What follows belongs to an exercise in optimizing a design on an open flow for small area; a production flow would make more cautious choices.
RTL that was checked went through simulation tests only; none was proved equivalent to the original.
Power and IR drop assume default switching activity.

## run A
Design top, start of the top module:
module top(
    input wire fastclk,  
    input wire rstn,
    input wire sda_in,   
    output reg sda_t,    
    output reg scl_t,    
    output wire [3:0] led
);
Settings: LEC_CHECK=0, CAP_MARGIN=20, CORE_MARGIN=2, CORE_UTILIZATION=40, CTS_BUF_LIST=sky130_fd_sc_hd__clkbuf_8, SLEW_MARGIN=20; clock period 40.0 ns.
run.sh (not shown) runs the stock make flow with config.mk's settings and CLKGATE_MAP_FILE= SYNTH_SCRIPT=/design/flow/synth_recipe.tcl, a recipe that flattens the netlist after the stock synthesis.
Input-level comparison between run B and run A:
--- a/flow/design.v
+++ b/flow/design.v
@@ -15,26 +15,24 @@
     always @(posedge clk) begin
         if (!rstn) begin
             on <= 1'b0;
             {pe, pwm} <= 16'd1;
         end else if (!on) begin
             {pe, pwm} <= {pe, pwm} + 16'd1;
             if ({pe, pwm} == 16'hFFFF) on <= 1'b1;
         end else
             pwm <= pwm_end ? 15'd0 : pwm + 15'd1;
     end
-    reg rst_d;
     reg [2:0]  lvl;
     reg [14:0] p;
     always @(posedge clk) begin
-        rst_d <= rst;
-        if (rst_d) begin
+        if (!on) begin
             lvl <= 3'd0;
             p <= 15'd0;
         end else if (upd) begin
             lvl <= lvl_n;
             p <= p_n;
         end
     end
     wire full = !pwm_end;
     wire part = (pwm < p);
     assign leds[0] = (lvl > 3'd0) ? full : (lvl == 3'd0) & part;
@@ -56,30 +54,30 @@
     wire rst;
     reg [2:0] state;
     reg rx;               
     reg [6:0] cnt;        
     reg [9:0] gap;
     localparam [9:0] G_1 = 10'd1, G_501 = 10'd694, G_1001 = 10'd712;
     wire [9:0] gap_n = {gap[8:0], ~(gap[9] ^ gap[6])};
     reg [2:0] bitidx;
     reg [1:0] pos;        
     reg [1:0] txn;
-    reg big;              
     reg [9:0]  sh;        
     reg [9:0]  r_w;
     reg [14:0] p_w;
     reg [2:0]  lvl_w;
     reg c;                
     reg w;                
     reg cy;               
     reg lc;               
     reg act;              
+    reg ip;               
     wire rd = txn[0];
     wire c0   = (cnt == 7'd0);
     wire c31  = (cnt == 7'd31);
     wire c62  = (cnt == 7'd62);
     wire c124 = (cnt == 7'd124);
     wire c25  = (cnt == 7'd25);
     wire p0 = (pos == 2'd0), p1 = (pos == 2'd1), p2 = pos[1];
     reg txbit;
     always @* begin
         case (bitidx)
@@ -100,23 +98,24 @@
     wire win = act && !cnt[6] && (fld != 2'd3) && (fld[1] ? (j != 4'd15) : (j <= 4'd9));
     reg k1, l1, k2, l2;
     always @* begin
         l1 = (j == 4'd6) || (j == 4'd8);                                
         k1 = c ? l1 : (j == 4'd1) || (j == 4'd2) || (j == 4'd4) ||
                       (j == 4'd5) || (j == 4'd6) || (j == 4'd7);        
         l2 = (j == 4'd1) || (j == 4'd6) || (j == 4'd7) || (j == 4'd9) ||
              (j == 4'd10) || (j == 4'd11) || (j == 4'd12);              
         k2 = w ? l2 : (j == 4'd0) || (j == 4'd3) || (j == 4'd5) || (j == 4'd6);  
     end
-    wire ka = (fld == 2'd0) | (fld[0] ? k1 : k2);
+    wire k475 = (j != 4'd2) && (j != 4'd5) && (j != 4'd9);
+    wire ka = ip ? (fld == 2'd1) & k475 : (fld == 2'd0) | (fld[0] ? k1 : k2);
     wire la = fld[0] ? l1 : l2;
-    wire a = sh[0];
+    wire a = sh[0] & !(ip & (fld != 2'd0));
     wire sum = a ^ ka ^ cy;
     wire cyo = (a & ka) | (a & cy) | (ka & cy);
     wire lco = (sum & la) | (sum & lc) | (la & lc);
     always @(posedge fastclk) begin
         if (rst) begin
             state <= S_GAP;
             cnt <= 7'd0;
             gap <= G_501;
             bitidx <= 3'd7;
             txn <= T_W00;
@@ -151,21 +150,20 @@
                     if (c0) scl_t <= 1'b1;
                     if (c124) begin
                         scl_t <= 1'b0;
                         bitidx <= bitidx - 3'd1;
                         state <= (bitidx == 3'd0) ? S_A : S_P;
                     end
                 end
                 S_A: begin
                     if (c0) begin
                         sda_t <= !ack2;
-                        if (ack2) big <= |sh[7:2];
                     end
                     if (c31) scl_t <= 1'b1;
                     if (c124) begin
                         scl_t <= 1'b0;
                         state <= S_P;
                         if (rx) begin
                             if (ack2) pos <= 2'd3;
                             else state <= S_STOP;
                         end else if (pos == 2'd0) begin
                             pos <= 2'd1;
@@ -203,40 +201,42 @@
                         state <= S_P;
                     end else gap <= gap_n;
                 end
             endcase
         end
         if (state == S_H && c62 && rx)
             sh <= {sh[8:0], sda_in};
         else if (win)
             {p_w, r_w, sh} <= {sum, p_w, r_w, sh[9:1]};
         if (txn == T_R1E) begin
-            p_w <= 15'd0;
-            r_w <= 10'd475;
-            lvl_w <= 3'd0;
             c <= 1'b0;
             w <= 1'b0;
             cy <= 1'b0;
+            ip <= 1'b1;
+            if (state == S_A && c0 && ack2) lvl_w <= {|sh[7:2], 2'b00};
         end else if (win) begin
             cy <= fend ? (fld[0] & c) : cyo;
             lc <= (fld == 2'd0) ? 1'b0 : lco;
-            if (fend && fld[0]) c <= lco;
-            if (fend && fld[1]) begin
-                w <= lco;
-                lvl_w <= lvl_w + {2'd0, w};
+            if (fend && fld[1]) ip <= 1'b0;
+            if (!ip) begin
+                if (fend && fld[0]) c <= lco;
+                if (fend && fld[1]) begin
+                    w <= lco;
+                    lvl_w <= lvl_w + {2'd0, w};
+                end
             end
         end
         if (c124)
-            act <= (txn == T_W0B) && (big || (sh > 10'd50)) && !lvl_w[2];
+            act <= (txn == T_W0B) && (ip || ((sh > 10'd50) && !lvl_w[2]));
     end
     wire upd = (state == S_GAP) && (txn == T_W00) && (cnt == 7'd1) && (gap == G_1) &&
-               !(!big && sh == 10'h014);
+               !(!lvl_w[2] && sh == 10'h014);
     pwm_led u_bar (
         .clk   (fastclk),
         .rstn  (rstn),
         .rst   (rst),
         .upd   (upd),
         .lvl_n (lvl_w),
         .p_n   (p_w),
         .leds  (led)
     );
 endmodule
--- outcome ---
Maximum number of pins on one net before global-route repair shrinks by more than 10% when moving from run A to run B.
Looking at share of synthesized cell area in and, or, nand and nor gates across run A and run B, the one that comes out lower is run B.
Re final antenna-violating net count: no difference whatsoever between run B and run A.
Final instance count without filler cells down 71 in run B wrt run A
Run B -> run A: portion of the clock cycle consumed by the worst path in the final layout flat
From run A to run B the numbers moved as follows: utilization level, share of cells above drive strength 1 moved up, transition time at the pin with the least slew margin moved up.
For run A, only the layout was checked, not whether the RTL still works.

========
Another version of the RTL of top (not shown whole).
For scale: about 470 cells after synthesis, roughly 0.0045 mm² of cells after synthesis.
clock: 40.0 ns
lec_check: 0
cap_margin: 20
core_margin: 2
core_utilization: 40
cts_buf_list: sky130_fd_sc_hd__clkbuf_8
slew_margin: 20
standard.sh (not shown) runs the stock make flow with config.mk's settings and CLKGATE_MAP_FILE= SYNTH_SCRIPT=/design/flow/synth_recipe.tcl, a recipe that flattens the netlist after the stock synthesis.
==> flow/flow/run.sh <==
#!/bin/bash
# Own layout flow: the standard synthesis, then the combinational logic
# re-mapped for area by Yosys/ABC (registers untouched, result proven equal to
# the standard netlist, else the standard netlist is kept), then the standard flow's
# standard layout from the floorplan on. Each tool's output goes to a log file here.
set -euo pipefail
W=$PWD
R=$W/orfs/results/$FLOW_PLATFORM/top/base
LIB=$FLOW_HOME/platforms/$FLOW_PLATFORM/lib/sky130_fd_sc_hd__tt_025C_1v80.lib
YOSYS=$(command -v yosys || true)
[[ -n "$YOSYS" ]] || YOSYS=$FLOW_HOME/../tools/install/yosys/bin/yosys

bash standard.sh synth > $W/1_standard_synth.log 2>&1
cp $R/1_2_yosys.v $W/standard_synth.v
sed -e "s#@LIB@#$LIB#g" -e "s#@IN@#$W/standard_synth.v#g" -e "s#@TOP@#$FLOW_TOP#g" \
    -e "s#@ABC@#$W/flow/area.abc#g" -e "s#@OUT@#$W/post_synth.v#g" $W/flow/post.ys > $W/post.ys
sed -e "s#@LIB@#$LIB#g" -e "s#@GOLD@#$W/standard_synth.v#g" -e "s#@GATE@#$W/post_synth.v#g" \
    -e "s#@TOP@#$FLOW_TOP#g" $W/flow/equiv.ys > $W/equiv.ys
if $YOSYS -s $W/post.ys > $W/2_post_synth_yosys.log 2>&1 &&
   $YOSYS -s $W/equiv.ys > $W/3_post_synth_equiv.log 2>&1; then
  cp $W/post_synth.v $R/1_2_yosys.v
  rm -f $R/1_synth.odb $R/1_synth.sdc
  echo "re-mapped netlist used" > $W/post_synth_status.txt
else
  echo "re-mapping failed or not proven: standard netlist kept" > $W/post_synth_status.txt
fi
# clock tree: the flow's buffer list, without dummy loads
if [[ -f $W/flow/cts_args ]]; then export CTS_ARGS="$(cat $W/flow/cts_args)"; fi
bash standard.sh > $W/4_standard_layout.log 2>&1
Other scripts of this flow, unchanged in this note and not shown: flow/flow/area.abc, flow/flow/cts_args, flow/flow/equiv.ys, flow/flow/post.ys
Then changed:
--- a/flow/design.v
+++ b/flow/design.v
@@ -18,56 +18,52 @@
             {pe, pwm} <= 16'd1;
         end else if (!on) begin
             {pe, pwm} <= {pe, pwm} + 16'd1;
             if ({pe, pwm} == 16'hFFFF) on <= 1'b1;
         end else
             pwm <= pwm_end ? 15'd0 : pwm + 15'd1;
     end
     reg [2:0]  lvl;
     reg [14:0] p;
     always @(posedge clk) begin
-        if (!on) begin
-            lvl <= 3'd0;
-            p <= 15'd0;
-        end else if (upd) begin
-            lvl <= lvl_n;
-            p <= p_n;
-        end
-    end
-    wire full = !pwm_end;
+        if (!on) lvl <= 3'd7;
+        else if (upd) lvl <= lvl_n;
+        if (upd) p <= p_n;
+    end
+    wire full = !pwm_end && (lvl != 3'd7);
     wire part = (pwm < p);
     assign leds[0] = (lvl > 3'd0) ? full : (lvl == 3'd0) & part;
     assign leds[1] = (lvl > 3'd1) ? full : (lvl == 3'd1) & part;
     assign leds[2] = (lvl > 3'd2) ? full : (lvl == 3'd2) & part;
     assign leds[3] = (lvl > 3'd3) ? full : (lvl == 3'd3) & part;
 endmodule
 module top(
     input wire fastclk,  
     input wire rstn,
     input wire sda_in,   
     output reg sda_t,    
     output reg scl_t,    
     output wire [3:0] led
 );
     localparam [2:0] S_GAP = 3'd0, S_START = 3'd1, S_P = 3'd2, S_H = 3'd3,
                      S_A = 3'd4, S_STOP = 3'd5, S_REP = 3'd6;
     localparam [1:0] T_W00 = 2'b00, T_R13 = 2'b01, T_R1E = 2'b11, T_W0B = 2'b10;
     wire rst;
     reg [2:0] state;
-    reg rx;               
     reg [2:0] hi;         
     reg [4:0] lo;         
     reg [9:0] gap;
-    localparam [9:0] G_1 = 10'd1, G_501 = 10'd694, G_1001 = 10'd712;
+    localparam [9:0] G_1 = 10'd1, G_25 = 10'd17, G_501 = 10'd694, G_1001 = 10'd712;
     wire [9:0] gap_n = {gap[8:0], ~(gap[9] ^ gap[6])};
-    reg [2:0] bitidx;
-    reg [1:0] pos;        
+    wire [2:0] bitidx = gap[2:0];
+    wire [1:0] pos = gap[4:3];    
+    wire rx = gap[5];             
     reg [1:0] txn;
     reg [9:0] sh;         
     wire rd = txn[0];
     wire lo0 = (lo == 5'd0);
     wire lo24 = (lo == 5'd24);
     wire c0   = (hi == 3'd0) && lo0;
     wire c31  = (hi == 3'd1) && (lo == 5'd6);
     wire c62  = (hi == 3'd2) && (lo == 5'd12);
     wire c124 = (hi == 3'd4) && lo24;
     wire c25  = (hi == 3'd1) && lo0;
@@ -145,36 +141,33 @@
             end
         end
         bw <= lo24 | (bw & !(sdec & sh[0]));
     end
     always @(posedge fastclk) begin
         if (rst) begin
             state <= S_GAP;
             hi <= 3'd0;
             lo <= 5'd0;
             gap <= G_501;
-            bitidx <= 3'd7;
             txn <= T_W00;
             sda_t <= 1'b1;
             scl_t <= 1'b1;
         end else begin
             if (lo24) begin
                 lo <= 5'd0;
                 hi <= (hi == 3'd4) ? 3'd0 : hi + 3'd1;
             end else lo <= lo + 5'd1;
             case (state)
                 S_GAP: begin
                     if (c0) begin
                         if (gap_end) begin
-                            gap <= 10'd0;
-                            pos <= 2'd0;
-                            rx <= 1'b0;
+                            gap <= 10'd7;  
                             state <= S_START;
                             hi <= 3'd0;
                             lo <= 5'd0;
                         end else gap <= gap_n;
                     end
                 end
                 S_START: begin
                     if (c0) sda_t <= 1'b0;
                     if (c124) state <= S_P;
                 end
@@ -182,70 +175,71 @@
                     if (c0) begin
                         scl_t <= 1'b0;
                         sda_t <= rx | txbit;
                     end
                     if (c124) state <= S_H;
                 end
                 S_H: begin
                     if (c0) scl_t <= 1'b1;
                     if (c124) begin
                         scl_t <= 1'b0;
-                        bitidx <= bitidx - 3'd1;
+                        gap[2:0] <= bitidx - 3'd1;
                         state <= (bitidx == 3'd0) ? S_A : S_P;
                     end
                 end
                 S_A: begin
                     if (c0) sda_t <= !ack2;
                     if (c31) scl_t <= 1'b1;
                     if (c124) begin
                         scl_t <= 1'b0;
                         state <= S_P;
                         if (rx) begin
-                            if (ack2) pos <= 2'd3;
+                            if (ack2) gap[4:3] <= 2'd3;
                             else state <= S_STOP;
                         end else if (pos == 2'd0) begin
-                            pos <= 2'd1;
+                            gap[4:3] <= 2'd1;
                         end else if (pos == 2'd1) begin
                             if (rd) state <= S_STOP;
-                            else pos <= 2'd2;
+                            else gap[4:3] <= 2'd2;
                         end else begin
-                            if (rd) rx <= 1'b1;
+                            if (rd) gap[5] <= 1'b1;
                             else state <= S_STOP;
                         end
                     end
                 end
                 S_STOP: begin
                     if (c0) begin
                         scl_t <= 1'b1;
                         sda_t <= 1'b0;
                     end
                     if (c31) begin
                         sda_t <= 1'b1;
                         hi <= 3'd0;
                         lo <= 5'd0;
                         if (pos == 2'd1) begin
-                            pos <= 2'd2;
+                            gap[4:3] <= 2'd2;
                             state <= S_REP;
                         end else begin
                             state <= S_GAP;
+                            gap <= rd ? G_25 : 10'd0;
                             txn[0] <= !txn[1];
                             txn[1] <= txn[0] & (txn[1] | (sh[7:0] != 8'd0));
                         end
                     end
                 end
                 default: begin  
                     if (c25) begin
                         sda_t <= 1'b0;
                         hi <= 3'd0;
                         lo <= 5'd0;
                         state <= S_P;
-                    end else gap <= gap_n;
+                    end
                 end
             endcase
         end
         if (state == S_H && c62 && rx)
             sh <= {sh[8:0], sda_in};
         else if (sdec)
             sh <= {s0, sh[9:1]};
     end
     wire upd = (state == S_GAP) && (txn == T_W00) && (hi == 3'd0) && (lo == 5'd1) &&
                (gap == G_1) && !(!lvl_w[2] && sh == 10'h014);
After rerunning: Clock-buffer cell count stays the same; worst setup slack is better by 0.68 ns; total power goes down by a few percent; sequential share of layout area goes up by 0.94 points; cell count goes down slightly; die area goes down by a few percent; synthesized cell count goes down by a few percent.

==> afterwards: timing with drivers on the ports <==
How much do the figures lean on ideal ports? The routed layouts below were timed once more, with nothing changed but the port constraints.
Step 1 sets driving cells, clkbuf_16 on the clock port and buf_2 on the other inputs (assumed; they add their load-dependent delay and slew).
Step 2, shift: input delay + t, output delay - t, t = (earliest + latest rising clock arrival at the registers) / 2. This alone moves slack from input paths to output paths.
a / b / c = ideal / step 1 / step 2; a / b = the first two.
run	t (ns)	setup slack, ns	slew at the worst register clock pin (ns)
run A	0.417	29.169 / 29.133 / 29.550	0.11 / 0.11
run B	0.420	29.190 / 29.152 / 29.573	0.11 / 0.11
the first run of note 2	0.394	27.568 / 27.534 / 27.928	0.11 / 0.11
the second run of note 2	0.405	28.253 / 28.217 / 28.622	0.10 / 0.10
After both steps every run listed still meets setup and hold.
